What follows belongs to an exercise in optimizing a design on an open flow for small area; a production flow would make more cautious choices. RTL that was checked went through simulation tests only; none was proved equivalent to the original. Only the layout flow was run in runs 1 to 3; the RTL was not checked for function there. Power and IR drop assume default switching activity.

## flow/config.mk

```make
export PLATFORM = sky130hd
export DESIGN_NAME = top
export DESIGN_NICKNAME = top
export VERILOG_FILES = /design/flow/design.v
export SDC_FILE = /design/flow/constraint.sdc
export NUM_CORES = 4
export LEC_CHECK = 0
export CAP_MARGIN = 20
export CORE_MARGIN = 2
export CORE_UTILIZATION = 40
export SLEW_MARGIN = 20
```

## flow/constraint.sdc

```tcl
create_clock -name core_clock -period 10.0 [get_ports {clk}]
set_input_delay 2.0000 -clock core_clock [delete_from_list [all_inputs] [get_ports {clk}]]
set_output_delay 2.0000 -clock core_clock [all_outputs]
set_load 0.01 [all_outputs]
```

## flow/design.v

```verilog
module top(reset,clk,ps2clk,ps2data,hsync,vsync, Rout, Gout, Bout,pwm);
input reset,clk;
input ps2clk,ps2data;
output hsync,vsync,pwm;
output [2:0] Rout,Gout,Bout;
reg [1:0] q;
wire tick = &q;
always @(posedge clk)
  if (reset) q <= 2'd0;
  else       q <= q + 2'd1;
reg [9:0]  p;
reg [11:0] k;
reg        b, bt;
wire       p_end = p[9] & p[6] & p[5] & p[4];           
wire       step  = tick & p_end;
wire [9:0] pn = p + {9'd0, tick};
wire [12:0] kn = {1'b0, k} + {12'd0, step};
wire       k_wrap = kn[12];
always @(posedge clk)
  if (reset) begin
    p <= 10'd0; k <= 12'd96; bt <= 1'b0;
  end else begin
    p <= pn & ~({10{step}} & 10'b1001110001);
    k <= kn[11:0] | {5'd0, k_wrap, k_wrap, 5'd0};
    if (tick) bt <= k_wrap;
  end
always @(posedge clk or posedge reset)
  if (reset) b <= 1'b0;
  else if (tick & bt) b <= ~b;
reg [9:0] h;
reg [8:0] v;
wire h_end = h[9] & h[8] & h[5];                       
wire v_end = v[8] & v[7] & v[6] & v[0];                
wire hw = tick & h_end;
wire [9:0] hn = h + {9'd0, tick};
wire [8:0] vn = v + {8'd0, hw};
always @(posedge clk or posedge reset)
  if (reset) begin
    h <= 10'd0; v <= 9'd0;
  end else begin
    h <= hn & ~({10{hw}} & 10'b1100100001);
    v <= vn & ~({9{hw & v_end}} & 9'b111000010);
  end
assign hsync = ~(h >= 10'd16 && h <= 10'd111);
assign vsync = (v == 9'd12 || v == 9'd13);
wire shown = (h >= 10'd477 && h <= 10'd484 && v >= 9'd241 && v <= 9'd256);
reg [3:0] s;
wire fe = s[3] & (s[2:0] == 3'd4);
always @(posedge clk)
  if (reset) s <= 4'd0;
  else if (tick) begin
    if (ps2clk)
      s <= s[3] ? 4'd1 : (s[2] ? 4'd4 : s + 4'd1);
    else
      s <= s[3] ? (s[2] ? 4'd0 : s + 4'd1) : (s[2] ? 4'b1001 : 4'd0);
  end
reg [8:0] sh;       
reg       par;      
reg [3:0] cnt;
reg       f0;       
reg [1:0] th;       
wire [7:0] d = sh[8:1];
wire fe_t   = tick & fe;
wire c10    = cnt[3] & cnt[1];                          
wire c0     = ~(cnt[3] | cnt[2] | cnt[1] | cnt[0]);
wire c_hi   = cnt[3] & (cnt[1] | cnt[0]);               
wire kk     = cnt[3] & (cnt[2] | (cnt[1] & cnt[0]));   
wire k2     = cnt[3] & cnt[2] & ~cnt[0];                
wire k3     = cnt[3] & cnt[2] & cnt[0];                 
wire stop_edge = fe_t & c10;
wire good = ~sh[0] & ps2data & par;
wire key  = stop_edge & good & f0;
always @(posedge clk) begin
  if (fe_t & ~c_hi) sh <= {ps2data, sh[8:1]};
  if (fe_t & ~c10)  par <= ps2data ^ (par & ~c0);
end
always @(posedge clk)
  if (reset) begin
    cnt <= 4'd0; f0 <= 1'b0;
  end else begin
    if (tick & kk)   cnt <= k3 ? 4'd0 : cnt + 4'd1;
    else if (fe_t)   cnt <= c10 ? (key ? 4'd11 : 4'd0) : cnt + 4'd1;
    if (stop_edge & good) f0 <= ~f0 & (d == 8'hF0);
  end
always @(posedge clk or posedge reset)
  if (reset) th <= 2'd0;
  else begin
    if (key)
      case (d)
        8'h2B: th <= 2'd0;
        8'h15: th <= 2'd1;
        8'h33: th <= 2'd2;
        8'h22: th <= 2'd3;
        default: ;
      endcase
  end
reg       ce;
reg [1:0] ca;       
reg       dr, dg, db;
always @(posedge clk or posedge reset)
  if (reset) begin
    dr <= 1'b0; dg <= 1'b0; db <= 1'b0;
  end else if (tick & k2) begin
    case (d)
      8'h2D: begin dr <= 1'b1; dg <= 1'b0; db <= 1'b0; end
      8'h34: begin dr <= 1'b0; dg <= 1'b1; db <= 1'b0; end
      8'h32: begin dr <= 1'b0; dg <= 1'b0; db <= 1'b1; end
      8'h44: begin dr <= 1'b0; dg <= 1'b0; db <= 1'b0; end
      8'h23: begin dr <= 1'b1; dg <= 1'b1; db <= 1'b1; end
      default: ;
    endcase
  end
always @(posedge clk or posedge reset)
  if (reset) ce <= 1'b0;
  else if (tick & k3) begin
    case (d)
      8'h2B, 8'h15, 8'h33, 8'h22: ce <= 1'b1;
      8'h2D, 8'h34, 8'h32, 8'h44, 8'h23: ;
      default: ce <= 1'b0;
    endcase
  end
always @(posedge clk)
  if (tick & k3)
    case (d)
      8'h2B: ca <= 2'd0;
      8'h15: ca <= 2'd1;
      8'h33: ca <= 2'd2;
      8'h22: ca <= 2'd3;
      default: ;
    endcase
reg pix;
always @* begin
  case ({ca, v[3:0], h[2:0]})
    9'd5, 9'd6, 9'd8, 9'd9, 9'd10, 9'd11, 9'd12, 9'd13,
    9'd14, 9'd15, 9'd16, 9'd17, 9'd18, 9'd19, 9'd20, 9'd21,
    9'd22, 9'd23, 9'd29, 9'd30, 9'd37, 9'd38, 9'd45, 9'd46,
    9'd53, 9'd54, 9'd61, 9'd62, 9'd64, 9'd65, 9'd66, 9'd67,
    9'd68, 9'd69, 9'd70, 9'd71, 9'd72, 9'd73, 9'd74, 9'd75,
    9'd76, 9'd77, 9'd78, 9'd79, 9'd85, 9'd86, 9'd93, 9'd94,
    9'd101, 9'd102, 9'd109, 9'd110, 9'd117, 9'd118, 9'd125, 9'd126,
    9'd128, 9'd129, 9'd131, 9'd132, 9'd136, 9'd137, 9'd146, 9'd147,
    9'd150, 9'd151, 9'd155, 9'd156, 9'd157, 9'd158, 9'd163, 9'd164,
    9'd165, 9'd166, 9'd171, 9'd172, 9'd173, 9'd174, 9'd179, 9'd180,
    9'd181, 9'd182, 9'd187, 9'd188, 9'd189, 9'd190, 9'd195, 9'd196,
    9'd197, 9'd198, 9'd203, 9'd204, 9'd205, 9'd206, 9'd211, 9'd212,
    9'd213, 9'd214, 9'd219, 9'd220, 9'd221, 9'd222, 9'd227, 9'd228,
    9'd229, 9'd230, 9'd235, 9'd236, 9'd237, 9'd238, 9'd243, 9'd244,
    9'd245, 9'd246, 9'd250, 9'd251, 9'd254, 9'd255, 9'd259, 9'd260,
    9'd261, 9'd262, 9'd267, 9'd268, 9'd269, 9'd270, 9'd275, 9'd276,
    9'd277, 9'd278, 9'd283, 9'd284, 9'd285, 9'd286, 9'd291, 9'd292,
    9'd293, 9'd294, 9'd299, 9'd300, 9'd301, 9'd302, 9'd307, 9'd308,
    9'd309, 9'd310, 9'd315, 9'd316, 9'd317, 9'd318, 9'd320, 9'd321,
    9'd322, 9'd323, 9'd324, 9'd325, 9'd326, 9'd327, 9'd328, 9'd329,
    9'd330, 9'd331, 9'd332, 9'd333, 9'd334, 9'd335, 9'd339, 9'd340,
    9'd341, 9'd342, 9'd347, 9'd348, 9'd349, 9'd350, 9'd355, 9'd356,
    9'd357, 9'd358, 9'd363, 9'd364, 9'd365, 9'd366, 9'd371, 9'd372,
    9'd373, 9'd374, 9'd379, 9'd380, 9'd381, 9'd382, 9'd387, 9'd388,
    9'd389, 9'd390, 9'd395, 9'd396, 9'd397, 9'd398, 9'd403, 9'd404,
    9'd405, 9'd406, 9'd411, 9'd412, 9'd413, 9'd414, 9'd418, 9'd419,
    9'd422, 9'd423, 9'd426, 9'd427, 9'd430, 9'd431, 9'd434, 9'd435,
    9'd438, 9'd439, 9'd440, 9'd441, 9'd447, 9'd448, 9'd449, 9'd455,
    9'd456, 9'd457, 9'd463, 9'd464, 9'd465, 9'd471, 9'd473, 9'd474,
    9'd478, 9'd479, 9'd481, 9'd482, 9'd486, 9'd487, 9'd490, 9'd491,
    9'd494, 9'd495, 9'd499, 9'd500, 9'd501, 9'd502, 9'd507, 9'd508,
    9'd509, 9'd510: pix = 1'b1;
    default: pix = 1'b0;
  endcase
end
wire lit   = shown & ce & pix;
wire flash = dr & dg;
assign Rout = {3{lit & (flash ? b : ~(dg | db))}};
assign Gout = {3{lit & (flash ? b : ~(dr | db))}};
assign Bout = {3{lit & (flash ? b : ~(dr | dg))}};
reg [9:0] c;
wire cw = step & c[9] & c[8] & c[5];                   
wire [9:0] cn = c + {9'd0, step};
always @(posedge clk or posedge reset)
  if (reset) c <= 10'd0;
  else c <= cn & ~({10{cw}} & 10'b1100100001);
wire [6:0] cl = c[6:0];
reg lt;
always @* case (th)
  2'd0: lt = cl < 7'd41;
  2'd1: lt = cl < 7'd51;
  2'd2: lt = cl < 7'd61;
  default: lt = cl < 7'd81;
endcase
assign pwm = ~(c[9] | c[8] | c[7]) & lt;
endmodule
```

## flow/flow/run.sh

```bash
#!/bin/bash
# Standard synthesis, then an area re-mapping of its combinational logic
# (proven equal before use), then the standard ORFS layout with small port
# buffers and a small clock tree.
set -euo pipefail
R=orfs/results/sky130hd/top/base
LIB=$FLOW_HOME/platforms/sky130hd/lib/sky130_fd_sc_hd__tt_025C_1v80.lib
bash standard.sh synth > synth.log 2>&1
cp $R/1_2_yosys.v std.v
sed "s|@LIB@|$LIB|g" flow/reopt.ys > reopt_run.ys
sed "s|@LIB@|$LIB|g" flow/equiv.ys > equiv_run.ys
if yosys -q -l reopt.log reopt_run.ys > reopt_out.log 2>&1 && \
   yosys -q -l equiv.log equiv_run.ys > equiv_out.log 2>&1; then
  cp reopt.v $R/1_2_yosys.v
  rm -f $R/1_synth.odb $R/1_synth.sdc
  bash standard.sh synth > synth2.log 2>&1
fi
bash standard.sh \
  REMOVE_ABC_BUFFERS=1 CORE_UTILIZATION=70 CAP_MARGIN=0 SLEW_MARGIN=0 \
  BUFFER_PORTS_ARGS="-buffer_cell sky130_fd_sc_hd__buf_1" \
  CTS_ARGS="-sink_clustering_enable -sink_clustering_size 40 -sink_clustering_max_diameter 300 -root_buf sky130_fd_sc_hd__clkbuf_4 -buf_list sky130_fd_sc_hd__clkbuf_8 -dont_use_dummy_load" \
  finish > finish.log 2>&1
```

## flow/flow/area.abc

```
strash
&get -n
&deepsyn -T 30
&dch -f
&nf -a -R 1000
&put
topo
```

## flow/flow/equiv.ys

```
# Prove the re-mapped netlist equal to the standard one, register by register.
read_liberty -ignore_miss_func @LIB@
read_verilog std.v
rename top gold
read_verilog reopt.v
rename top gate
hierarchy -check
check -assert gate
rename -hide gold/w:_*_ gold/c:_*_ gate/w:_*_ gate/c:_*_
flatten gold gate
async2sync
opt_clean
equiv_make gold gate eq
hierarchy -top eq
equiv_simple -seq 1
equiv_induct
equiv_status -assert
```

## flow/flow/reopt.ys

```
# Re-map the combinational logic of the standard synthesis for area.
# Registers (and their names and cell types) are kept as they are.
read_liberty -ignore_miss_func @LIB@
read_verilog std.v
hierarchy -top top
blackbox sky130_fd_sc_hd__df* sky130_fd_sc_hd__edf*
flatten
opt -purge
abc -liberty @LIB@ -dont_use sky130_fd_sc_hd__lpflow_bleeder_1 -dont_use sky130_fd_sc_hd__lpflow_clkbufkapwr_1 -dont_use sky130_fd_sc_hd__lpflow_clkbufkapwr_16 -dont_use sky130_fd_sc_hd__lpflow_clkbufkapwr_2 -dont_use sky130_fd_sc_hd__lpflow_clkbufkapwr_4 -dont_use sky130_fd_sc_hd__lpflow_clkbufkapwr_8 -dont_use sky130_fd_sc_hd__lpflow_clkinvkapwr_1 -dont_use sky130_fd_sc_hd__lpflow_clkinvkapwr_16 -dont_use sky130_fd_sc_hd__lpflow_clkinvkapwr_2 -dont_use sky130_fd_sc_hd__lpflow_clkinvkapwr_4 -dont_use sky130_fd_sc_hd__lpflow_clkinvkapwr_8 -dont_use sky130_fd_sc_hd__lpflow_decapkapwr_12 -dont_use sky130_fd_sc_hd__lpflow_decapkapwr_3 -dont_use sky130_fd_sc_hd__lpflow_decapkapwr_4 -dont_use sky130_fd_sc_hd__lpflow_decapkapwr_6 -dont_use sky130_fd_sc_hd__lpflow_decapkapwr_8 -dont_use sky130_fd_sc_hd__lpflow_inputiso0n_1 -dont_use sky130_fd_sc_hd__lpflow_inputiso0p_1 -dont_use sky130_fd_sc_hd__lpflow_inputiso1n_1 -dont_use sky130_fd_sc_hd__lpflow_inputiso1p_1 -dont_use sky130_fd_sc_hd__lpflow_inputisolatch_1 -dont_use sky130_fd_sc_hd__lpflow_isobufsrc_1 -dont_use sky130_fd_sc_hd__lpflow_isobufsrc_16 -dont_use sky130_fd_sc_hd__lpflow_isobufsrc_2 -dont_use sky130_fd_sc_hd__lpflow_isobufsrc_4 -dont_use sky130_fd_sc_hd__lpflow_isobufsrc_8 -dont_use sky130_fd_sc_hd__lpflow_isobufsrckapwr_16 -dont_use sky130_fd_sc_hd__lpflow_lsbuf_lh_hl_isowell_tap_1 -dont_use sky130_fd_sc_hd__lpflow_lsbuf_lh_hl_isowell_tap_2 -dont_use sky130_fd_sc_hd__lpflow_lsbuf_lh_hl_isowell_tap_4 -dont_use sky130_fd_sc_hd__lpflow_lsbuf_lh_isowell_4 -dont_use sky130_fd_sc_hd__lpflow_lsbuf_lh_isowell_tap_1 -dont_use sky130_fd_sc_hd__lpflow_lsbuf_lh_isowell_tap_2 -dont_use sky130_fd_sc_hd__lpflow_lsbuf_lh_isowell_tap_4 -dont_use sky130_fd_sc_hd__probe_p_8 -dont_use sky130_fd_sc_hd__probec_p_8  -script flow/area.abc
opt_clean -purge
setundef -zero
splitnets
opt_clean -purge
hilomap -singleton -hicell sky130_fd_sc_hd__conb_1 HI -locell sky130_fd_sc_hd__conb_1 LO
insbuf -buf sky130_fd_sc_hd__buf_1 A X
opt_clean -purge
stat -liberty @LIB@
select top
write_verilog -selected -noattr -nohex -nodec reopt.v
```

## flow/standard.sh

```bash
#!/bin/bash
# synth_recipe.tcl (not shown) runs the flow's synth.tcl, then flattens the netlist and writes it again
# the make line also repeats each setting of config.mk as NAME=value (left out here)
make -C /OpenROAD-flow-scripts/flow DESIGN_CONFIG=/design/flow/config.mk WORK_HOME=/design/flow/orfs CLKGATE_MAP_FILE= SYNTH_SCRIPT=/design/flow/synth_recipe.tcl "${@:-finish}"
```

==> run_results.csv, run 1 <==
group,metric,value,unit
run_status,status,"timing/DRC/antenna clean",
timing,crit_path_time_final,4.58,ns
clock_network,cts.hold.buffers_added,0,
setup_path,worstPathMaxFanout,6,
routing,postRouteAntennaNets,0,
placed_design,place.detailed.instances,461,
timing,layout_worst_path_cycle_share,45.8,%
clock_network,clock_tree.htree_level_count,3,
routing,wl_met3,178,um
yosys,mapped_cells,380,
final_layout,regArea,1940,um2
floorplan,core_area,5040,um2
final_layout,stdcell_count,470,
yosys,post_synth.cell_area_avg,9.48,um2
floorplan,fp-row-count,26,
clock_network,cts_buffers,9,
timing,worst_pin_slew,0.753,ns
timing,finalClockSkew,0.0241,ns
timing,worst_slew_margin_rel,49.1,%
floorplan,die_height,75.7,um
setup_path,critPathBufInv,2,
final_layout,layout.core_utilization,75.5,%
timing,timing.final.setup_violations,0,
timing,final-max-slew-violation-count,0,
final_layout,fill_cells,386,
setup_path,setup.worst_path.start_class,"register",
routing,post_route_drc,0,
setup_path,critPathCaptureType,"output port",
setup_path,largest_delay_contributor_family_on_the_critical_path,"compound AO/OA/AOI/OAI gates",
final_layout,final_common_cell,"sky130_fd_sc_hd__nor2_1",
floorplan,io_pins,16,
power_and_ir_drop,peakVddDrop,0.121,mV
clock_network,post_cts_resize_count,0,
setup_path,path_cells,"clkinv_1 -> o21ai_0 -> and3_1 -> o31a_1 -> a211oi_1 -> nor4_1 -> nand2_1 -> a21o_1 -> a21oi_1 -> buf_1",
worst_hold_path,timing.hold.worst.class,"reg -> reg",
final_layout,finish.instance_area,3810,um2
placed_design,postPlaceCellArea,3740,um2
final_layout,multi_input_comb_area,1600,um2
routing,drt-total-wl,6450,um
clock_network,clockRootBuffer,"sky130_fd_sc_hd__clkbuf_4",
timing,post-route-worst-setup-slack,5.42,ns
global_routing,grt_max_degree,50,
global_routing,antenna_found_initial,0,
setup_path,critical_path.max_stage_delay,0.43,ns
routing,route.vias.total,2822,
clock_network,worst_skew_pair.late_latency,0.42,ns
power_and_ir_drop,post-layout-total-power,0.544,mW
setup_path,criticalPathCategory,"reg -> out",
timing,hold_ws,0.469,ns
global_routing,gr-total-overflow,0,
routing,highest_routed_metal_layer,"met4",
global_routing,global_route_wire_length_before_repair,10900,um
global_routing,grt_util_all_layers,25.0,%
floorplan,dieArea,5740,um2
yosys,count_of_synthesis_stage_warnings_from_yosys,1,
floorplan,initial_utilization,71.4,%
routing,drt-initial-drc-count,147,
setup_path,worst-endpoint-arrival,2.58,ns
routing,routed_wire_length_on_met2,3130,um
routing,met1_length,3030,um
timing,setup-tns-final,0,ns
clock_network,numClockSinks,82,
timing,final_hold_viols,0,
clock_network,buffer_levels_on_the_longest_clock_path,2,
clock_network,clkSlewWorstSetupHoldPaths,0.09,ns
floorplan,die_width,75.7,um
flow_run,maxCapViolCount,0,
yosys,mappedNetlistArea,3600,um2
final_layout,most_frequent_cells_in_the_layout,"50 x sky130_fd_sc_hd__nor2_1, 36 x sky130_fd_sc_hd__dfrtp_1, 34 x sky130_fd_sc_hd__dfxtp_1",
clock_network,post-cts-setup-buffers,0,
setup_path,cpMaxStageDelayCell,"sky130_fd_sc_hd__dfrtp_1",
routing,dr.pass1.iters,4,
placed_design,gpl.final_weighted_congestion,0.845,
routing,avgRoutedWirePerCell,13.7,um
timing,fmax,219,MHz
final_layout,nets,406,
setup_path,cp.required,8.00,ns
power_and_ir_drop,power.leakage,1.58,nW
final_layout,drive_gt1_share,2.75,%
final_layout,antenna_cells,0,
placed_design,port-buffer-count,15,
global_routing,first_global_vias,2572,
placed_design,dpl.hpwl,4630,um
clock_network,cts_tree,"done",
power_and_ir_drop,power_density_normalized_to_cell_area,143,nW/um2
placed_design,pre_cts_slack,5.83,ns
timing,rsz0062_at_grt,"no",
final_layout,areaGrowthSynthToFinish,5.66,%
routing,detail_route.vias_per_cell,6.00,
worst reg2reg max path, delay by kind of cell (launching register included):
family             cells  cell delay (ns)
and+or+nand+nor        8             2.06
DFF                    1             0.39
AOI/OAI and AO/OA      2             0.29
metal layers:
metal | GRT usage (%) | vias up
li1 | - | 1430
met1 | 32.3 | 1335
met2 | 42.3 | 44
met3 | 3.17 | 13
met4 | 10.7 | 0
met5 | 0 | -
final timing paths:
path / slack [ns] / from / endpoint / cells after the start
setup / recovery: 5.42 / v[1]$_DFF_PP0_ / Gout[1] / 10
hold / removal: 0.47 / q[0]$_SDFF_PP0_ / q[0]$_SDFF_PP0_ / 1
setup reg to reg: 7.15 / q[0]$_SDFF_PP0_ / k[11]$_SDFF_PP0_ / 10
hold reg to reg: 0.47 / q[0]$_SDFF_PP0_ / q[0]$_SDFF_PP0_ / 1
max in group asynchronous: 7.56 / reset / v[1]$_DFF_PP0_ / 3
min in group asynchronous: 2.03 / reset / c[2]$_DFF_PP0_ / 3
state kept, by name, indices dropped and copies added, names as in the netlist, 4 cells and up:
| signal | flops |
|---|---|
| sh | 9 |
| h | 10 |
| s | 4 |
| v | 9 |
| k | 12 |
| c | 10 |
| p | 10 |
| cnt | 4 |
final cells by class:
type / count / area share, %
Timing Repair Buffer: 17 / 1.87
Inverter: 9 / 0.888
Clock buffer: 9 / 1.78
Tap cell: 70 / 2.30
Multi-Input combinational cell: 283 / 42.1
Sequential cell: 82 / 51.0
power breakdown:
part / leakage (nW) / internal [mW] / switching [mW]
Sequential: 0.876 / 0.345 / 0.0168
Clock: 0.0414 / 0.0419 / 0.0918
Combinational: 0.663 / 0.0205 / 0.0281
Total: 1.58 / 0.407 / 0.137
==> run 2, diff against run 1 <==
--- a/flow/flow/run.sh
+++ b/flow/flow/run.sh
@@ -19,4 +19,4 @@
   REMOVE_ABC_BUFFERS=1 CORE_UTILIZATION=70 CAP_MARGIN=0 SLEW_MARGIN=0 \
   BUFFER_PORTS_ARGS="-buffer_cell sky130_fd_sc_hd__buf_1" \
-  CTS_ARGS="-sink_clustering_enable -sink_clustering_size 40 -sink_clustering_max_diameter 300 -root_buf sky130_fd_sc_hd__clkbuf_4 -buf_list sky130_fd_sc_hd__clkbuf_8 -dont_use_dummy_load" \
+  CTS_ARGS="-sink_clustering_enable -sink_clustering_size 30 -sink_clustering_max_diameter 100 -buf_list sky130_fd_sc_hd__clkbuf_8 -dont_use_dummy_load -repair_clock_nets" \
   finish > finish.log 2>&1
==> run 2 against run 1 <==
  * Still clean
  * Non-clock buffer count unchanged
  * Clock skew decreased by 0.0090 ns
  * Critical path depth unchanged
  * Setup slack improved by 0.066 ns
  * Sequential power about the same
  * Total power increased by 8.3%
  * Largest power group unchanged
==> run_results.csv, run 2 <==
group,metric,value,unit
final_layout,fill_cells,373,
flow_run,maxCapViolCount,0,
global_routing,antenna_found_initial,0,
yosys,count_of_synthesis_stage_warnings_from_yosys,1,
setup_path,worst-endpoint-arrival,2.51,ns
timing,crit_path_time_final,4.51,ns
timing,worst_slew_margin_rel,49.5,%
worst_hold_path,holdCritStartpoint,"q[0]$_SDFF_PP0_",
final_layout,antenna_cells,0,
final_layout,areaGrowthSynthToFinish,7.22,%
clock_network,cts_buffers,9,
clock_network,cts.hold.buffers_added,0,
timing,fmax,222,MHz
routing,avgRoutedWirePerCell,13.9,um
routing,postRouteAntennaNets,0,
floorplan,io_pins,16,
clock_network,worst_skew_pair.late_latency,0.35,ns
routing,drt-total-wl,6540,um
global_routing,global_route_wire_length_before_repair,11000,um
timing,finalClockSkew,0.0151,ns
floorplan,initial_utilization,71.4,%
setup_path,cpMaxStageDelayCell,"sky130_fd_sc_hd__dfrtp_1",
yosys,mapped_cells,380,
timing,layout_worst_path_cycle_share,45.1,%
routing,drt-initial-drc-count,195,
clock_network,cts_tree,"done",
placed_design,gpl.final_weighted_congestion,0.845,
final_layout,stdcell_count,470,
global_routing,first_global_vias,2593,
floorplan,die_height,75.7,um
clock_network,buffer_levels_on_the_longest_clock_path,2,
floorplan,fp-row-count,26,
worst_hold_path,timing.hold.worst.class,"reg -> reg",
setup_path,setup.worst_path.start_class,"register",
setup_path,worst_setup_path_startpoint,"v[1]$_DFF_PP0_",
setup_path,criticalPathCategory,"reg -> out",
timing,setup-tns-final,0,ns
routing,dr.pass1.iters,4,
global_routing,grt_max_degree,50,
final_layout,top_register,"k",
timing,timing.final.setup_violations,0,
setup_path,critPathCaptureType,"output port",
routing,detail_route.vias_per_cell,5.98,
placed_design,place.detailed.instances,461,
floorplan,core_area,5040,um2
timing,rsz0062_at_grt,"no",
final_layout,drive_gt1_share,2.75,%
setup_path,cp.required,8.00,ns
final_layout,multi_input_comb_area,1600,um2
timing,hold_ws,0.461,ns
placed_design,postPlaceCellArea,3740,um2
placed_design,port-buffer-count,15,
routing,post_route_drc,0,
clock_network,clkSlewWorstSetupHoldPaths,0.06,ns
final_layout,final_common_cell,"sky130_fd_sc_hd__nor2_1",
global_routing,gr-total-overflow,0,
global_routing,grt_util_all_layers,25.4,%
timing,worst_pin_slew,0.748,ns
power_and_ir_drop,post-layout-total-power,0.589,mW
setup_path,worst_r2r_startpoint,"q[0]$_SDFF_PP0_",
clock_network,clock_tree.htree_level_count,3,
clock_network,post-cts-setup-buffers,0,
setup_path,worstPathMaxFanout,6,
floorplan,dieArea,5740,um2
placed_design,dpl.hpwl,4630,um
final_layout,regArea,1940,um2
timing,final-max-slew-violation-count,0,
power_and_ir_drop,peakVddDrop,0.126,mV
clock_network,post_cts_resize_count,0,
final_layout,finish.instance_area,3860,um2
clock_network,clockRootBuffer,"sky130_fd_sc_hd__clkbuf_8",
power_and_ir_drop,power_density_normalized_to_cell_area,152,nW/um2
clock_network,numClockSinks,82,
yosys,mappedNetlistArea,3600,um2
yosys,post_synth.cell_area_avg,9.48,um2
final_layout,most_frequent_cells_in_the_layout,"50 x sky130_fd_sc_hd__nor2_1, 36 x sky130_fd_sc_hd__dfrtp_1, 34 x sky130_fd_sc_hd__dfxtp_1",
run_status,status,"timing/DRC/antenna clean",
power_and_ir_drop,power.leakage,1.60,nW
timing,final_hold_viols,0,
setup_path,path_cells,"clkinv_1 -> o21ai_0 -> and3_1 -> o31a_1 -> a211oi_1 -> nor4_1 -> nand2_1 -> a21o_1 -> a21oi_1 -> buf_1",
final_layout,largest_register_ffs,12,
floorplan,die_width,75.7,um
final_layout,nets,406,
setup_path,critical_path.max_stage_delay,0.43,ns
routing,route.vias.total,2812,
==> run 2: stage by stage <==
stage | worst slack, ns | util (%)
2_1_floorplan | 5.93 | -
3_3_place_gp | 5.90 | 74.1
3_5_place_dp | 5.83 | 74.1
4_1_cts | 5.47 | 76.6
5_1_grt | 5.16 | 76.6
6_report | 5.49 | 76.6
==> run 2: cell type report <==
type                            instances  area share (%)
Sequential cell                        82            50.3
Inverter                                9           0.875
Multi-Input combinational cell        283            41.5
Clock buffer                            9            3.21
Tap cell                               70            2.27
Timing Repair Buffer                   17            1.85
==> run 2: critical path: cells and delay by family (launching register included) <==
kind / cells / cell delay (ns)
AO/OA/AOI/OAI: 5 / 0.85
buffers and inverters: 2 / 0.31
AND/OR/NAND/NOR: 3 / 0.59
flip-flops: 1 / 0.43
==> run 2: path summary, 6_finish.rpt <==
kind	to	slack [ns]	cells after the start
min in group asynchronous	c[2]$_DFF_PP0_	2.12	3
setup reg to reg	k[11]$_SDFF_PP0_	7.16	10
hold / removal	q[0]$_SDFF_PP0_	0.46	1
max in group asynchronous	v[1]$_DFF_PP0_	7.48	3
hold reg to reg	q[0]$_SDFF_PP0_	0.46	1
setup / recovery	Gout[1]	5.49	10
==> run 2: layer usage <==
metal | wire (um) | part of all wire, % | vias to the layer above | GRT usage [%]
met5 | 0 | 0 | - | 0
met4 | 131 | 2.0 | 0 | 12.5
met3 | 167 | 2.6 | 11 | 3.17
met2 | 3190 | 49 | 41 | 43.2
met1 | 3040 | 47 | 1341 | 32.0
li1 | - | - | 1419 | -
==> run 2: where the power goes <==
part           switching (mW)  total, mW  internal (mW)
Sequential             0.0169      0.362          0.345
Clock                  0.0982      0.179         0.0803
Combinational          0.0284     0.0489         0.0205
==> run 3, diff against run 2 <==
--- a/flow/flow/run.sh
+++ b/flow/flow/run.sh
@@ -19,4 +19,4 @@
   REMOVE_ABC_BUFFERS=1 CORE_UTILIZATION=70 CAP_MARGIN=0 SLEW_MARGIN=0 \
   BUFFER_PORTS_ARGS="-buffer_cell sky130_fd_sc_hd__buf_1" \
-  CTS_ARGS="-sink_clustering_enable -sink_clustering_size 30 -sink_clustering_max_diameter 100 -buf_list sky130_fd_sc_hd__clkbuf_8 -dont_use_dummy_load -repair_clock_nets" \
+  CTS_ARGS="-sink_clustering_enable -sink_clustering_size 40 -sink_clustering_max_diameter 300 -root_buf sky130_fd_sc_hd__clkbuf_8 -buf_list sky130_fd_sc_hd__clkbuf_8 -dont_use_dummy_load" \
   finish > finish.log 2>&1
==> run 3 against run 2 <==
  * Still clean
  * Global-route usage down 2.0 points
  * Synthesized cell count up 1.6%
  * Total power up 0.24%
  * Area after synthesis up 0.52%
  * Flip-flop and latch count unchanged
  * Critical path type unchanged
==> run_results.csv, run 3 <==
group,metric,value,unit
run_status,status,"timing/DRC/antenna clean",
final_layout,areaGrowthSynthToFinish,6.98,%
setup_path,path_cells,"o21ai_0 -> nor2_1 -> a2111oi_0 -> o211ai_1 -> a21o_1 -> a21oi_1 -> buf_1",
floorplan,fp-row-count,26,
routing,detail_route.vias_per_cell,5.88,
setup_path,worst-endpoint-arrival,2.64,ns
worst_hold_path,worst_hold_path.num_cells,1,
timing,post-route-worst-setup-slack,5.36,ns
global_routing,gr-total-overflow,0,
worst_hold_path,worstHoldEndpoint,"q[0]$_SDFF_PP0_",
routing,drt-initial-drc-count,191,
timing,setup-tns-final,0,ns
timing,crit_path_time_final,4.64,ns
clock_network,clockRootBuffer,"sky130_fd_sc_hd__clkbuf_8",
timing,final-max-slew-violation-count,0,
setup_path,cpMaxStageDelayCell,"sky130_fd_sc_hd__a2111oi_0",
worst_hold_path,timing.hold.worst.class,"reg -> reg",
clock_network,post_cts_resize_count,0,
final_layout,final_common_cell,"sky130_fd_sc_hd__nor2_1",
routing,drt-total-wl,6490,um
yosys,mapped_cells,386,
timing,finalClockSkew,0.0173,ns
final_layout,drive_gt1_share,2.47,%
routing,avgRoutedWirePerCell,13.7,um
final_layout,antenna_cells,0,
power_and_ir_drop,peakVddDrop,0.106,mV
power_and_ir_drop,power.leakage,1.59,nW
setup_path,setup.worst_path.start_class,"register",
routing,postRouteAntennaNets,0,
yosys,count_of_synthesis_stage_warnings_from_yosys,1,
placed_design,pre_cts_slack,5.74,ns
final_layout,largest_register_ffs,12,
global_routing,grt_max_degree,48,
clock_network,worst_skew_pair.late_latency,0.35,ns
final_layout,regArea,1940,um2
clock_network,buffer_levels_on_the_longest_clock_path,2,
routing,post_route_drc,0,
timing,worst_pin_slew,1.17,ns
floorplan,initial_utilization,71.8,%
global_routing,antenna_found_initial,0,
placed_design,gpl.final_weighted_congestion,0.867,
yosys,mappedNetlistArea,3620,um2
setup_path,r2r.worst_path.cells,5,
setup_path,cp.required,8.00,ns
setup_path,largest_delay_contributor_family_on_the_critical_path,"compound AO/OA/AOI/OAI gates",
timing,worst_slew_margin_rel,21.4,%
timing,timing.final.setup_violations,0,
global_routing,grt_util_all_layers,23.4,%
floorplan,die_height,75.9,um
timing,final_hold_viols,0,
timing,rsz0062_at_grt,"no",
global_routing,global_route_wire_length_before_repair,11000,um
flow_run,maxCapViolCount,0,
placed_design,port-buffer-count,15,
clock_network,clkSlewWorstSetupHoldPaths,0.07,ns
floorplan,io_pins,16,
yosys,post_synth.cell_area_avg,9.38,um2
clock_network,cts_tree,"done",
placed_design,dpl.hpwl,4570,um
setup_path,rrSetupSlack,7.18,ns
setup_path,worst_r2r_startpoint,"q[0]$_SDFF_PP0_",
setup_path,critPathCaptureType,"output port",
final_layout,fill_cells,364,
final_layout,nets,411,
timing,layout_worst_path_cycle_share,46.4,%
final_layout,most_frequent_cells_in_the_layout,"47 x sky130_fd_sc_hd__nor2_1, 42 x sky130_fd_sc_hd__a21oi_1, 36 x sky130_fd_sc_hd__dfrtp_1",
floorplan,die_width,75.9,um
setup_path,worstPathMaxFanout,11,
setup_path,critical_path.max_stage_delay,0.57,ns
power_and_ir_drop,power_density_normalized_to_cell_area,152,nW/um2
floorplan,dieArea,5760,um2
clock_network,cts_buffers,9,
clock_network,numClockSinks,82,
clock_network,post-cts-setup-buffers,0,
final_layout,top_register,"k",
worst_hold_path,holdCritStartpoint,"q[0]$_SDFF_PP0_",
routing,dr.pass1.iters,4,
clock_network,cts.hold.buffers_added,0,
final_layout,multi_input_comb_area,1630,um2
clock_network,clock_tree.htree_level_count,3,
timing,fmax,216,MHz
routing,route.vias.total,2795,
setup_path,criticalPathCategory,"reg -> out",
floorplan,core_area,5040,um2
setup_path,reg2reg_to,"sh[4]$_DFFE_PP_",
setup_path,critPathBufInv,1,
global_routing,first_global_vias,2508,
[run 3: changes by cell type in the layout (fill, tap and decap cells not counted), sizes merged, moves of 3 or more]
cell and change:
nand3 +3, o21ai +6, nor2 -3, a22oi -3, a21oi +11, nand2 -4, nor2b +5
[run 3: metal layers]
metal	share of wire [%]	GRT usage (%)	vias up	wire, um
li1	-	-	1438	-
met1	48	31.2	1302	3130
met2	47	37.9	44	3060
met3	3.0	4.29	11	193
met4	1.7	10.2	0	108
met5	0	0	-	0
[run 3: report_power, final]
part | switching [mW] | internal [mW] | total (mW) | leakage, nW
registers | 0.0161 | 0.345 | 0.361 | 0.876
clock network | 0.0994 | 0.0805 | 0.180 | 0.0647
logic | 0.0295 | 0.0204 | 0.0499 | 0.647
[run 3: worst max-delay path by stage]
stage                   end  cells past startpoint           start
floorplan           Gout[0]                      7  h[1]$_DFF_PP0_
global placement    Bout[0]                      7  v[6]$_DFF_PP0_
detailed placement  Bout[0]                      7  v[6]$_DFF_PP0_
CTS                 Bout[0]                      7  v[6]$_DFF_PP0_
global route        Bout[0]                      7  h[1]$_DFF_PP0_
finish              Bout[0]                      7  h[1]$_DFF_PP0_
[run 3: area by class of cell]
type | count | area share, %
clock buffer | 9 | 3.20
inverter | 8 | 0.775
multi-input combinational | 290 | 42.0
sequential | 82 | 50.1
tap | 70 | 2.26
timing repair buffer | 16 | 1.65
[run 3: through the flow]
step / cell area (um2) / instances / utilization [%] / power, mW / hold slack [ns]
floorplan: 3600 / 380 / - / 0.404 / 0.430
global placement: 3750 / 466 / 74.4 / 0.415 / 0.444
detailed placement: 3750 / 466 / 74.4 / 0.417 / 0.450
CTS: 3870 / 475 / 76.8 / 0.593 / 0.464
global route: 3870 / 475 / 76.8 / 0.614 / 0.491
finish: 3870 / 475 / 76.8 / 0.590 / 0.463
==> run 4, diff against run 3 <==
--- a/flow/design.v
+++ b/flow/design.v
@@ -25,5 +25,5 @@
     if (tick) bt <= k_wrap;
   end
-always @(posedge clk or posedge reset)
+always @(posedge clk)
   if (reset) b <= 1'b0;
   else if (tick & bt) b <= ~b;
@@ -35,5 +35,5 @@
 wire [9:0] hn = h + {9'd0, tick};
 wire [8:0] vn = v + {8'd0, hw};
-always @(posedge clk or posedge reset)
+always @(posedge clk)
   if (reset) begin
     h <= 10'd0; v <= 9'd0;
@@ -42,6 +42,6 @@
     v <= vn & ~({9{hw & v_end}} & 9'b111000010);
   end
-assign hsync = ~(h >= 10'd16 && h <= 10'd111);
-assign vsync = (v == 9'd12 || v == 9'd13);
+assign hsync = ~(h >= 10'd16 && h <= 10'd111) | reset;
+assign vsync = (v == 9'd12 || v == 9'd13) & ~reset;
 wire shown = (h >= 10'd477 && h <= 10'd484 && v >= 9'd241 && v <= 9'd256);
 reg [3:0] s;
@@ -83,5 +83,5 @@
     if (stop_edge & good) f0 <= ~f0 & (d == 8'hF0);
   end
-always @(posedge clk or posedge reset)
+always @(posedge clk)
   if (reset) th <= 2'd0;
   else begin
@@ -98,5 +98,5 @@
 reg [1:0] ca;       
 reg       dr, dg, db;
-always @(posedge clk or posedge reset)
+always @(posedge clk)
   if (reset) begin
     dr <= 1'b0; dg <= 1'b0; db <= 1'b0;
@@ -111,5 +111,5 @@
     endcase
   end
-always @(posedge clk or posedge reset)
+always @(posedge clk)
   if (reset) ce <= 1'b0;
   else if (tick & k3) begin
@@ -167,5 +167,5 @@
   endcase
 end
-wire lit   = shown & ce & pix;
+wire lit   = shown & ce & pix & ~reset;
 wire flash = dr & dg;
 assign Rout = {3{lit & (flash ? b : ~(dg | db))}};
@@ -175,5 +175,5 @@
 wire cw = step & c[9] & c[8] & c[5];                   
 wire [9:0] cn = c + {9'd0, step};
-always @(posedge clk or posedge reset)
+always @(posedge clk)
   if (reset) c <= 10'd0;
   else c <= cn & ~({10{cw}} & 10'b1100100001);
@@ -186,4 +186,4 @@
   default: lt = cl < 7'd81;
 endcase
-assign pwm = ~(c[9] | c[8] | c[7]) & lt;
+assign pwm = (~(c[9] | c[8] | c[7]) & lt) | reset;
 endmodule
--- a/flow/flow/run.sh
+++ b/flow/flow/run.sh
@@ -19,4 +19,4 @@
   REMOVE_ABC_BUFFERS=1 CORE_UTILIZATION=70 CAP_MARGIN=0 SLEW_MARGIN=0 \
   BUFFER_PORTS_ARGS="-buffer_cell sky130_fd_sc_hd__buf_1" \
-  CTS_ARGS="-sink_clustering_enable -sink_clustering_size 40 -sink_clustering_max_diameter 300 -root_buf sky130_fd_sc_hd__clkbuf_8 -buf_list sky130_fd_sc_hd__clkbuf_8 -dont_use_dummy_load" \
+  CTS_ARGS="-sink_clustering_enable -sink_clustering_size 12 -sink_clustering_max_diameter 60 -root_buf sky130_fd_sc_hd__clkbuf_8 -buf_list sky130_fd_sc_hd__clkbuf_4 -sink_clustering_buffer sky130_fd_sc_hd__clkbuf_4 -dont_use_dummy_load" \
   finish > finish.log 2>&1
==> run 4 against run 3 <==
  * Clock power is essentially flat
  * First-iteration DRC count grew 46%
  * Via count grew 7.1%
  * Critical path depth grew 2
  * Routed wire length grew 3.7%
  * Utilization grew 1.9 points
  * Die area shrank 3.3%
  * Setup slack lost 1.3 ns
  * Clock-buffer cell count is the same
  * Global-route usage grew 3.4 points
  * Total power shrank 11%
  * Critical endpoint is now Rout[1]
  * Largest cell class unchanged
  * Highest routed layer unchanged
==> run_results.csv, run 4 <==
group,metric,value,unit
timing,crit_path_time_final,5.95,ns
setup_path,criticalPathCategory,"in -> out",
placed_design,pre_cts_slack,4.06,ns
routing,route.vias.total,2993,
final_layout,areaGrowthSynthToFinish,7.16,%
floorplan,initial_utilization,73.5,%
timing,timing.final.setup_violations,0,
worst_hold_path,worstHoldEndpoint,"q[0]$_SDFF_PP0_",
global_routing,gr-total-overflow,0,
setup_path,setup.worst_path.start_class,"primary input",
setup_path,critical_path.max_stage_delay,0.37,ns
routing,dr.pass1.iters,6,
flow_run,maxCapViolCount,0,
final_layout,layout.core_utilization,78.8,%
timing,setup-tns-final,0,ns
setup_path,largest_delay_contributor_family_on_the_critical_path,"compound AO/OA/AOI/OAI gates",
final_layout,antenna_cells,0,
run_status,status,"timing/DRC/antenna clean",
timing,final-max-slew-violation-count,0,
setup_path,path_cells,"clkbuf_2 -> buf_4 -> nor4_1 -> o211ai_1 -> a221o_1 -> a31oi_1 -> nand2b_1 -> o21ai_0 -> buf_1",
routing,avgRoutedWirePerCell,13.6,um
clock_network,clockRootBuffer,"sky130_fd_sc_hd__clkbuf_8",
final_layout,stdcell_count,496,
power_and_ir_drop,power.leakage,1.30,nW
setup_path,cp.required,8.00,ns
yosys,mapped_cells,410,
global_routing,global_route_wire_length_before_repair,11400,um
setup_path,worst_r2r_startpoint,"q[0]$_SDFF_PP0_",
clock_network,buffer_levels_on_the_longest_clock_path,2,
global_routing,gr-usage-met3,6.02,%
global_routing,grt_busiest_layer,"met2",
final_layout,drive_gt1_share,2.56,%
final_layout,most_frequent_cells_in_the_layout,"70 x sky130_fd_sc_hd__dfxtp_1, 58 x sky130_fd_sc_hd__nor2_1, 44 x sky130_fd_sc_hd__nor3_1",
clock_network,clock_tree.htree_level_count,3,
placed_design,dpl.hpwl,4730,um
placed_design,port-buffer-count,15,
routing,detail_route.vias_per_cell,6.03,
clock_network,cts_tree,"done",
setup_path,worstPathMaxFanout,57,
final_layout,largest_register_ffs,12,
floorplan,dieArea,5570,um2
setup_path,worst-endpoint-arrival,3.95,ns
timing,layout_worst_path_cycle_share,59.5,%
routing,drt-initial-drc-count,278,
routing,post_route_drc,0,
clock_network,cts_buffers,9,
timing,rsz0062_at_grt,"no",
timing,final_hold_viols,0,
clock_network,cts.hold.buffers_added,0,
floorplan,core_area,4750,um2
global_routing,grt_max_degree,58,
global_routing,antenna_found_initial,0,
yosys,count_of_synthesis_stage_warnings_from_yosys,1,
setup_path,reg2reg_to,"k[11]$_SDFF_PP0_",
floorplan,io_pins,16,
clock_network,numClockSinks,82,
routing,postRouteAntennaNets,0,
setup_path,rrSetupSlack,7.02,ns
yosys,mappedNetlistArea,3490,um2
yosys,post_synth.cell_area_avg,8.52,um2
timing,fmax,168,MHz
floorplan,die_width,74.7,um
final_layout,fill_cells,350,
power_and_ir_drop,peakVddDrop,0.131,mV
global_routing,grt_util_all_layers,26.8,%
setup_path,critPathBufInv,3,
clock_network,post_cts_resize_count,0,
power_and_ir_drop,power_density_normalized_to_cell_area,140,nW/um2
clock_network,clkSlewWorstSetupHoldPaths,0.06,ns
placed_design,place.detailed.instances,487,
global_routing,first_global_vias,2756,
global_routing,global_route.usage.met1,34.6,%
worst_hold_path,worst_hold_path.num_cells,1,
timing,post-route-worst-setup-slack,4.05,ns
floorplan,fp-row-count,25,
global_routing,globalRouteMet2Util,42.7,%
routing,drt-total-wl,6730,um
placed_design,gpl.final_weighted_congestion,0.902,
setup_path,r2r.worst_path.cells,10,
worst_hold_path,holdCritStartpoint,"q[0]$_SDFF_PP0_",
final_layout,final_common_cell,"sky130_fd_sc_hd__dfxtp_1",
setup_path,cpMaxStageDelayCell,"sky130_fd_sc_hd__nor4_1",
worst_hold_path,timing.hold.worst.class,"reg -> reg",
setup_path,critPathCaptureType,"output port",
final_layout,top_register,"k",
final_layout,nets,435,
floorplan,die_height,74.7,um
timing,worst_slew_margin_rel,49.7,%
clock_network,post-cts-setup-buffers,0,
timing,finalClockSkew,0.0292,ns
clock_network,worst_skew_pair.late_latency,0.35,ns
timing,worst_pin_slew,0.754,ns
## run 4: stage by stage
stage / hold WS [ns] / total power [mW] / cell area, um2
after detailed placement: 0.446 / 0.356 / 3620
after global routing: 0.481 / 0.542 / 3740
final: 0.450 / 0.526 / 3740
after CTS: 0.454 / 0.528 / 3740
after global placement: 0.415 / 0.355 / 3620
after floorplan: 0.407 / 0.350 / 3470
## run 4: worst register-to-register path: cells and delay by family, from the launching register on
| family | cells | cell delay, ns |
|---|---|---|
| flip-flops | 1 | 0.36 |
| AND/OR/NAND/NOR | 8 | 2.27 |
| AO/OA/AOI/OAI | 2 | 0.28 |
## run 4: per-layer routing
metal,wire length [um],vias up
met1,3100,1373
li1,-,1524
met5,0,-
met4,136,0
met2,3220,80
met3,274,16
## run 4: power breakdown
group | total (mW) | switching (mW) | internal, mW | leakage, nW
combinational | 0.0124 | 0.00852 | 0.00386 | 0.559
sequential | 0.336 | 0.00140 | 0.335 | 0.674
clock | 0.178 | 0.0972 | 0.0804 | 0.0647
## run 4: worst max-delay path by stage
stage | start | endpoint | slack, ns | depth (start not counted)
after detailed placement | reset | Rout[1] | 4.06 | 9
after global routing | reset | Rout[1] | 3.81 | 9
after global placement | reset | Rout[1] | 4.18 | 9
after CTS | reset | Rout[1] | 4.05 | 9
after floorplan | reset | Bout[0] | 4.40 | 6
final | reset | Rout[1] | 4.05 | 9
## run 4: area by class of cell
| type | count | area, um2 | area share [%] |
|---|---|---|---|
| multi-input cells | 317 | 1690 | 45.2 |
| well taps | 67 | 83.8 | 2.24 |
| repair buffers | 16 | 65.1 | 1.74 |
| clock buffers | 9 | 124 | 3.31 |
| inverters | 5 | 18.8 | 0.501 |
| flip-flops and latches | 82 | 1760 | 47.0 |
==> run 5, diff against run 4 <==
--- a/flow/flow/run.sh
+++ b/flow/flow/run.sh
@@ -19,4 +19,4 @@
   REMOVE_ABC_BUFFERS=1 CORE_UTILIZATION=70 CAP_MARGIN=0 SLEW_MARGIN=0 \
   BUFFER_PORTS_ARGS="-buffer_cell sky130_fd_sc_hd__buf_1" \
-  CTS_ARGS="-sink_clustering_enable -sink_clustering_size 12 -sink_clustering_max_diameter 60 -root_buf sky130_fd_sc_hd__clkbuf_8 -buf_list sky130_fd_sc_hd__clkbuf_4 -sink_clustering_buffer sky130_fd_sc_hd__clkbuf_4 -dont_use_dummy_load" \
+  CTS_ARGS="-sink_clustering_enable -sink_clustering_size 40 -sink_clustering_max_diameter 300 -root_buf sky130_fd_sc_hd__clkbuf_8 -buf_list sky130_fd_sc_hd__clkbuf_4 -dont_use_dummy_load" \
   finish > finish.log 2>&1
==> run 5 against run 4 <==
  * Total power increased by 3.1%
  * Flip-flop and latch count unchanged
  * Highest routed layer unchanged
  * Still clean on timing, DRC and antenna
  * Clock skew decreased by 0.015 ns
  * Area after synthesis increased by 1.4%
  * Routed wire length decreased by 3.8%
  * Synthesized cell count increased by 0.24%
  * Die area increased by 1.3%
  * Sequential power increased by 2%
  * Largest power group unchanged
==> run_results.csv, run 5 <==
group,metric,value,unit
floorplan,core_area,4820,um2
clock_network,clkSlewWorstSetupHoldPaths,0.07,ns
power_and_ir_drop,power.leakage,1.36,nW
timing,worst_pin_slew,0.862,ns
floorplan,initial_utilization,73.6,%
timing,crit_path_time_final,6.46,ns
setup_path,cp.required,8.00,ns
placed_design,dpl.hpwl,4550,um
global_routing,grt_util_all_layers,24.4,%
routing,drt-total-wl,6470,um
power_and_ir_drop,post-layout-total-power,0.542,mW
routing,route.vias.total,2930,
clock_network,post_cts_resize_count,0,
yosys,mappedNetlistArea,3540,um2
power_and_ir_drop,p_sw_share,21.8,%
setup_path,cell_mode_on_critical_path,"sky130_fd_sc_hd__a21boi_0",
power_and_ir_drop,power_density_normalized_to_cell_area,143,nW/um2
setup_path,critical_path.max_stage_delay,0.37,ns
floorplan,die_height,75.1,um
setup_path,setup.worst_path.start_class,"primary input",
setup_path,cpMaxStageDelayCell,"sky130_fd_sc_hd__a21boi_0",
routing,drt-initial-drc-count,195,
timing,fmax,155,MHz
final_layout,drive_gt1_share,2.56,%
final_layout,most_frequent_cells_in_the_layout,"70 x sky130_fd_sc_hd__dfxtp_1, 51 x sky130_fd_sc_hd__nor2_1, 41 x sky130_fd_sc_hd__nor3_1",
timing,final-max-slew-violation-count,0,
flow_run,maxCapViolCount,0,
setup_path,critPathBufInv,3,
final_layout,stdcell_count,497,
timing,hold_ws,0.462,ns
final_layout,largest_register_ffs,12,
power_and_ir_drop,power_frac_comb,3.5,%
global_routing,global_route_wire_length_before_repair,10600,um
power_and_ir_drop,peakVddDrop,0.164,mV
floorplan,io_pins,16,
yosys,count_of_synthesis_stage_warnings_from_yosys,1,
global_routing,antenna_found_initial,0,
routing,dr.pass1.iters,4,
setup_path,worst-endpoint-arrival,4.46,ns
power_and_ir_drop,seq_power_share,63.3,%
placed_design,gpl.final_weighted_congestion,0.871,
routing,postRouteAntennaNets,0,
setup_path,worstPathMaxFanout,57,
placed_design,place.detailed.instances,488,
timing,timing.final.setup_violations,0,
clock_network,cts_buffers,9,
yosys,post_synth.cell_area_avg,8.62,um2
final_layout,top_register,"k",
setup_path,path_cells,"clkbuf_2 -> buf_4 -> nor4bb_1 -> nand3_1 -> a2111o_1 -> a311oi_1 -> a21boi_0 -> a21boi_0 -> a22o_1 -> buf_1",
final_layout,layout.core_utilization,78.8,%
timing,rsz0062_at_grt,"no",
timing,layout_worst_path_cycle_share,64.6,%
global_routing,grt_max_degree,58,
global_routing,global_route.usage.met1,31.8,%
timing,worst_slew_margin_rel,41.1,%
placed_design,pre_cts_slack,3.51,ns
final_layout,areaGrowthSynthToFinish,7.06,%
power_and_ir_drop,power.internal,0.424,mW
floorplan,dieArea,5650,um2
final_layout,final_common_cell,"sky130_fd_sc_hd__dfxtp_1",
setup_path,criticalPathCategory,"in -> out",
global_routing,gr-usage-met3,4.55,%
global_routing,globalRouteMet2Util,40.0,%
floorplan,fp-row-count,25,
timing,finalClockSkew,0.0145,ns
global_routing,gr-total-overflow,0,
routing,detail_route.vias_per_cell,5.90,
final_layout,nets,436,
clock_network,cts_tree,"done",
floorplan,die_width,75.1,um
clock_network,cts.hold.buffers_added,0,
placed_design,port-buffer-count,15,
final_layout,fill_cells,351,
timing,setup-tns-final,0,ns
clock_network,buffer_levels_on_the_longest_clock_path,2,
global_routing,first_global_vias,2475,
final_layout,antenna_cells,0,
clock_network,clockRootBuffer,"sky130_fd_sc_hd__clkbuf_8",
routing,post_route_drc,0,
setup_path,critPathCaptureType,"output port",
timing,post-route-worst-setup-slack,3.54,ns
worst_hold_path,timing.hold.worst.class,"reg -> reg",
routing,avgRoutedWirePerCell,13.0,um
run_status,status,"timing/DRC/antenna clean",
clock_network,numClockSinks,82,
clock_network,clock_tree.htree_level_count,3,
clock_network,post-cts-setup-buffers,0,
setup_path,largest_delay_contributor_family_on_the_critical_path,"compound AO/OA/AOI/OAI gates",
clock_network,worst_skew_pair.late_latency,0.34,ns
power_and_ir_drop,net_switching_power_of_the_design,0.118,mW
power_and_ir_drop,proportion_of_power_drawn_by_the_clock_network,33.2,%
final_layout,finish.instance_area,3790,um2
yosys,mapped_cells,411,
global_routing,grt_busiest_layer,"met2",
timing,final_hold_viols,0,
placed_design,postPlaceCellArea,3670,um2
-- run 5: worst register-to-register path: cells and delay by family, from the launching register on --
kind	cells	cell delay, ns
flip-flops	1	0.49
AO/OA/AOI/OAI	3	1.65
AND/OR/NAND/NOR	4	0.70
-- run 5: per-layer routing --
| layer | share of wire, % | vias up | wire length (um) |
|---|---|---|---|
| met5 | 0 | - | 0 |
| met4 | 1.7 | 0 | 113 |
| met3 | 3.7 | 11 | 238 |
| met2 | 46 | 59 | 3000 |
| met1 | 48 | 1319 | 3120 |
| li1 | - | 1541 | - |
-- run 5: power by group through the flow --
stage	clock [mW]	combinational [mW]	sequential, mW
final	0.180	0.0190	0.343
after global routing	0.195	0.0211	0.344
after CTS	0.183	0.0189	0.343
after detailed placement	0	0.0186	0.351
after global placement	0	0.0176	0.350
after floorplan	0	0.0120	0.349
-- run 5: layout make-up --
| cell class | count | area (um2) | area share [%] |
|---|---|---|---|
| Sequential cell | 82 | 1760 | 46.4 |
| Inverter | 9 | 33.8 | 0.891 |
| Tap cell | 67 | 83.8 | 2.21 |
| Timing Repair Buffer | 16 | 65.1 | 1.72 |
| Multi-Input combinational cell | 314 | 1730 | 45.5 |
| Clock buffer | 9 | 124 | 3.27 |
-- run 5: final timing paths --
check	start	to	slack, ns	cells after the start
min	q[0]$_SDFF_PP0_	q[0]$_SDFF_PP0_	0.46	1
max	reset	Rout[1]	3.54	10
min reg2reg	q[0]$_SDFF_PP0_	q[0]$_SDFF_PP0_	0.46	1
max reg2reg	sh[1]$_DFFE_PP_	ca[0]$_DFFE_PP_	6.88	7
==> run 6, diff against run 5 <==
==> flow/flow/run.sh (replaced) <==
#!/bin/bash
# Standard synthesis; its combinational logic re-mapped for area with a few
# seeds of ABC's deepsyn, each proven equal to the standard netlist register by
# register, the smallest kept; then the standard ORFS layout with small port
# buffers and a small clock tree.
set -euo pipefail
R=orfs/results/sky130hd/top/base
LIB=$FLOW_HOME/platforms/sky130hd/lib/sky130_fd_sc_hd__tt_025C_1v80.lib
bash standard.sh synth > synth.log 2>&1
cp $R/1_2_yosys.v std.v
for S in 0 1 2 3; do
  (
    mkdir -p reopt_$S
    cd reopt_$S
    ln -sf ../std.v std.v
    sed "s|@SEED@|$S|" ../flow/area.abc > area_run.abc
    sed "s|@LIB@|$LIB|g" ../flow/reopt.ys > reopt_run.ys
    sed "s|@LIB@|$LIB|g" ../flow/equiv.ys > equiv_run.ys
    if yosys -q -l reopt.log reopt_run.ys > reopt_out.log 2>&1 && \
       yosys -q -l equiv.log equiv_run.ys > equiv_out.log 2>&1; then
      grep "Chip area" reopt.log | tail -1 | awk '{print $NF}' > area.txt
    fi
  ) &
done
wait
best=""; besta=""
for S in 0 1 2 3; do
  if [[ -f reopt_$S/area.txt ]]; then
    a=$(cat reopt_$S/area.txt)
    if [[ -z "$besta" ]] || python3 -c "import sys; sys.exit(0 if $a < $besta else 1)"; then best=$S; besta=$a; fi
  fi
done
echo "reopt areas: $(cat reopt_*/area.txt 2>/dev/null | tr '\n' ' ') best seed: ${best:-none}" > reopt_choice.log
if [[ -n "$best" ]]; then
  cp reopt_$best/reopt.v $R/1_2_yosys.v
  rm -f $R/1_synth.odb $R/1_synth.sdc
  bash standard.sh synth > synth2.log 2>&1
fi
bash standard.sh \
  REMOVE_ABC_BUFFERS=1 CORE_UTILIZATION=70 CAP_MARGIN=0 SLEW_MARGIN=0 \
  BUFFER_PORTS_ARGS="-buffer_cell sky130_fd_sc_hd__buf_1" \
  CTS_ARGS="-sink_clustering_enable -sink_clustering_size 40 -sink_clustering_max_diameter 300 -root_buf sky130_fd_sc_hd__clkbuf_8 -buf_list sky130_fd_sc_hd__clkbuf_4 -dont_use_dummy_load" \
  finish > finish.log 2>&1
==> flow/flow/area.abc (replaced) <==
strash
&get -n
&deepsyn -T 40 -S @SEED@
&dch -f
&nf -a -R 1000
&put
topo
==> flow/flow/reopt.ys (replaced) <==
# Re-map the combinational logic of the standard synthesis for area.
# Registers (and their names and cell types) are kept as they are.
read_liberty -ignore_miss_func @LIB@
read_verilog std.v
hierarchy -top top
blackbox sky130_fd_sc_hd__df* sky130_fd_sc_hd__edf*
flatten
opt -purge
abc -liberty @LIB@ -dont_use sky130_fd_sc_hd__lpflow_bleeder_1 -dont_use sky130_fd_sc_hd__lpflow_clkbufkapwr_1 -dont_use sky130_fd_sc_hd__lpflow_clkbufkapwr_16 -dont_use sky130_fd_sc_hd__lpflow_clkbufkapwr_2 -dont_use sky130_fd_sc_hd__lpflow_clkbufkapwr_4 -dont_use sky130_fd_sc_hd__lpflow_clkbufkapwr_8 -dont_use sky130_fd_sc_hd__lpflow_clkinvkapwr_1 -dont_use sky130_fd_sc_hd__lpflow_clkinvkapwr_16 -dont_use sky130_fd_sc_hd__lpflow_clkinvkapwr_2 -dont_use sky130_fd_sc_hd__lpflow_clkinvkapwr_4 -dont_use sky130_fd_sc_hd__lpflow_clkinvkapwr_8 -dont_use sky130_fd_sc_hd__lpflow_decapkapwr_12 -dont_use sky130_fd_sc_hd__lpflow_decapkapwr_3 -dont_use sky130_fd_sc_hd__lpflow_decapkapwr_4 -dont_use sky130_fd_sc_hd__lpflow_decapkapwr_6 -dont_use sky130_fd_sc_hd__lpflow_decapkapwr_8 -dont_use sky130_fd_sc_hd__lpflow_inputiso0n_1 -dont_use sky130_fd_sc_hd__lpflow_inputiso0p_1 -dont_use sky130_fd_sc_hd__lpflow_inputiso1n_1 -dont_use sky130_fd_sc_hd__lpflow_inputiso1p_1 -dont_use sky130_fd_sc_hd__lpflow_inputisolatch_1 -dont_use sky130_fd_sc_hd__lpflow_isobufsrc_1 -dont_use sky130_fd_sc_hd__lpflow_isobufsrc_16 -dont_use sky130_fd_sc_hd__lpflow_isobufsrc_2 -dont_use sky130_fd_sc_hd__lpflow_isobufsrc_4 -dont_use sky130_fd_sc_hd__lpflow_isobufsrc_8 -dont_use sky130_fd_sc_hd__lpflow_isobufsrckapwr_16 -dont_use sky130_fd_sc_hd__lpflow_lsbuf_lh_hl_isowell_tap_1 -dont_use sky130_fd_sc_hd__lpflow_lsbuf_lh_hl_isowell_tap_2 -dont_use sky130_fd_sc_hd__lpflow_lsbuf_lh_hl_isowell_tap_4 -dont_use sky130_fd_sc_hd__lpflow_lsbuf_lh_isowell_4 -dont_use sky130_fd_sc_hd__lpflow_lsbuf_lh_isowell_tap_1 -dont_use sky130_fd_sc_hd__lpflow_lsbuf_lh_isowell_tap_2 -dont_use sky130_fd_sc_hd__lpflow_lsbuf_lh_isowell_tap_4 -dont_use sky130_fd_sc_hd__probe_p_8 -dont_use sky130_fd_sc_hd__probec_p_8  -script area_run.abc
opt_clean -purge
setundef -zero
splitnets
opt_clean -purge
hilomap -singleton -hicell sky130_fd_sc_hd__conb_1 HI -locell sky130_fd_sc_hd__conb_1 LO
insbuf -buf sky130_fd_sc_hd__buf_1 A X
opt_clean -purge
stat -liberty @LIB@
select top
write_verilog -selected -noattr -nohex -nodec reopt.v
==> run 6 against run 5 <==
  * Sequential share of layout area is 0.61 points higher
  * Utilization is essentially flat
  * Routed wire length increased by 4.0%
  * Clock power barely moved
  * Still clean
  * Final area decreased by 1.3%
==> run_results.csv, run 6 <==
group,metric,value,unit
power_and_ir_drop,power.internal,0.419,mW
placed_design,gpl.final_weighted_congestion,0.902,
final_layout,drive_gt1_share,2.56,%
run_status,status,"timing/DRC/antenna clean",
yosys,count_of_synthesis_stage_warnings_from_yosys,1,
clock_network,clockRootBuffer,"sky130_fd_sc_hd__clkbuf_8",
setup_path,worst-path-stages,9,
power_and_ir_drop,peakVddDrop,0.131,mV
timing,final-max-slew-violation-count,0,
power_and_ir_drop,seq_power_share,63.9,%
clock_network,cts_tree,"done",
timing,rsz0062_at_grt,"no",
placed_design,port-buffer-count,15,
yosys,mapped_cells,410,
routing,route.vias.total,2993,
setup_path,path_cells,"clkbuf_2 -> buf_4 -> nor4_1 -> o211ai_1 -> a221o_1 -> a31oi_1 -> nand2b_1 -> o21ai_0 -> buf_1",
clock_network,cts.hold.buffers_added,0,
power_and_ir_drop,power.leakage,1.30,nW
setup_path,cpMaxStageDelayCell,"sky130_fd_sc_hd__nor4_1",
timing,hold_ws,0.450,ns
final_layout,areaGrowthSynthToFinish,7.16,%
floorplan,die_width,74.7,um
setup_path,worstPathMaxFanout,57,
flow_run,maxCapViolCount,0,
placed_design,pre_cts_slack,4.06,ns
global_routing,first_global_vias,2756,
setup_path,largest_delay_contributor_family_on_the_critical_path,"compound AO/OA/AOI/OAI gates",
routing,avgRoutedWirePerCell,13.6,um
setup_path,critPathBufInv,3,
final_layout,stdcell_count,496,
power_and_ir_drop,power_density_normalized_to_cell_area,140,nW/um2
power_and_ir_drop,proportion_of_power_drawn_by_the_clock_network,33.8,%
final_layout,most_frequent_cells_in_the_layout,"70 x sky130_fd_sc_hd__dfxtp_1, 58 x sky130_fd_sc_hd__nor2_1, 44 x sky130_fd_sc_hd__nor3_1",
final_layout,nets,435,
final_layout,fill_cells,350,
setup_path,r2r.worst_path.cells,10,
timing,timing.final.setup_violations,0,
clock_network,post-cts-setup-buffers,0,
timing,final_hold_viols,0,
yosys,post_synth.cell_area_avg,8.52,um2
global_routing,global_route_wire_length_before_repair,11400,um
timing,finalClockSkew,0.0292,ns
clock_network,clock_tree.htree_level_count,3,
global_routing,gr-total-overflow,0,
setup_path,rrSetupSlack,7.02,ns
clock_network,numClockSinks,82,
timing,worst_slew_margin_rel,49.7,%
worst_hold_path,timing.hold.worst.class,"reg -> reg",
clock_network,worst_skew_pair.late_latency,0.35,ns
final_layout,antenna_cells,0,
floorplan,die_height,74.7,um
power_and_ir_drop,p_sw_share,20.4,%
placed_design,place.detailed.instances,487,
timing,layout_worst_path_cycle_share,59.5,%
routing,postRouteAntennaNets,0,
setup_path,criticalPathCategory,"in -> out",
final_layout,largest_register_ffs,12,
setup_path,cp.required,8.00,ns
clock_network,cts_buffers,9,
setup_path,critical_path.max_stage_delay,0.37,ns
timing,setup-tns-final,0,ns
worst_hold_path,worst_hold_path.num_cells,1,
routing,dr.pass1.iters,6,
floorplan,dieArea,5570,um2
setup_path,critPathCaptureType,"output port",
timing,crit_path_time_final,5.95,ns
global_routing,grt_util_all_layers,26.8,%
clock_network,post_cts_resize_count,0,
power_and_ir_drop,power_frac_comb,2.4,%
routing,post_route_drc,0,
placed_design,dpl.hpwl,4730,um
timing,worst_pin_slew,0.754,ns
global_routing,grt_max_degree,58,
final_layout,final_common_cell,"sky130_fd_sc_hd__dfxtp_1",
routing,detail_route.vias_per_cell,6.03,
global_routing,antenna_found_initial,0,
floorplan,io_pins,16,
yosys,mappedNetlistArea,3490,um2
clock_network,buffer_levels_on_the_longest_clock_path,2,
final_layout,top_register,"k",
timing,fmax,168,MHz
power_and_ir_drop,net_switching_power_of_the_design,0.107,mW
setup_path,worst-endpoint-arrival,3.95,ns
routing,drt-total-wl,6730,um
clock_network,clkSlewWorstSetupHoldPaths,0.06,ns
setup_path,setup.worst_path.start_class,"primary input",
floorplan,initial_utilization,73.5,%
routing,drt-initial-drc-count,278,
floorplan,core_area,4750,um2
timing,post-route-worst-setup-slack,4.05,ns
floorplan,fp-row-count,25,
-- run 6: cell types whose count changed in the layout (fill, tap and decap cells not counted), sizes merged, moves of 4 or more --
cell	change
nor2	+7
and3	+4
a211oi	+4
clkinv	-4
a21boi	-5
-- run 6: metal layers --
metal / wire (um) / global-route usage, % / share of wire [%] / vias to the layer above
met5: 0 / 0 / 0 / -
met4: 136 / 13.7 / 2.0 / 0
met3: 274 / 6.02 / 4.1 / 16
met2: 3220 / 42.7 / 48 / 80
met1: 3100 / 34.6 / 46 / 1373
li1: - / - / - / 1524
-- run 6: final cells by class --
class                   count  area (um2)  share of cell area, %
inverters                   5        18.8                  0.501
clock buffers               9         124                   3.31
flip-flops and latches     82        1760                   47.0
multi-input cells         317        1690                   45.2
repair buffers             16        65.1                   1.74
well taps                  67        83.8                   2.24
-- run 6: worst paths after layout --
| check | from | end |
|---|---|---|
| worst max-delay path | reset | Rout[1] |
| worst min register to register | q[0]$_SDFF_PP0_ | q[0]$_SDFF_PP0_ |
| worst min-delay path | q[0]$_SDFF_PP0_ | q[0]$_SDFF_PP0_ |
| worst max register to register | q[0]$_SDFF_PP0_ | k[11]$_SDFF_PP0_ |
-- run 6: per-stage QoR --
step                area (um2)  utilization [%]  total power, mW
floorplan                 3470                -            0.350
global placement          3620             76.2            0.355
detailed placement        3620             76.2            0.356
CTS                       3740             78.8            0.528
global route              3740             78.8            0.542
finish                    3740             78.8            0.526
-- run 6: power by group through the flow --
stage / combinational (mW) / clock (mW) / sequential [mW]
final: 0.0124 / 0.178 / 0.336
after floorplan: 0.00670 / 0 / 0.343
after detailed placement: 0.0123 / 0 / 0.343
after global placement: 0.0120 / 0 / 0.343
after CTS: 0.0123 / 0.180 / 0.336
after global routing: 0.0142 / 0.192 / 0.336

## what the ideal ports hide
Ports are ideal in the flow. The routed layouts listed here were re-timed in OpenROAD. Step 1, drivers: a clkbuf_16 drives clk and a buf_2 each remaining input, both assumed. Step 2 also shifts input and output timing later by t, the mid clock arrival at the registers, as if the neighbouring blocks saw the same clock. Slacks: ideal / step 1 / step 2; pairs: ideal / step 1.
run	t, ns	setup slack, ns	pins driven straight from the clock port
run 1	0.433	5.423 / 5.395 / 5.829	1
run 2	0.371	5.490 / 5.460 / 5.831	1
run 3	0.363	5.364 / 5.337 / 5.700	1
run 4	0.366	4.052 / 4.028 / 4.028	1
run 5	0.362	3.536 / 3.514 / 3.514	1
run 6	0.366	4.052 / 4.028 / 4.028	1
After both steps every run listed still meets setup and hold.
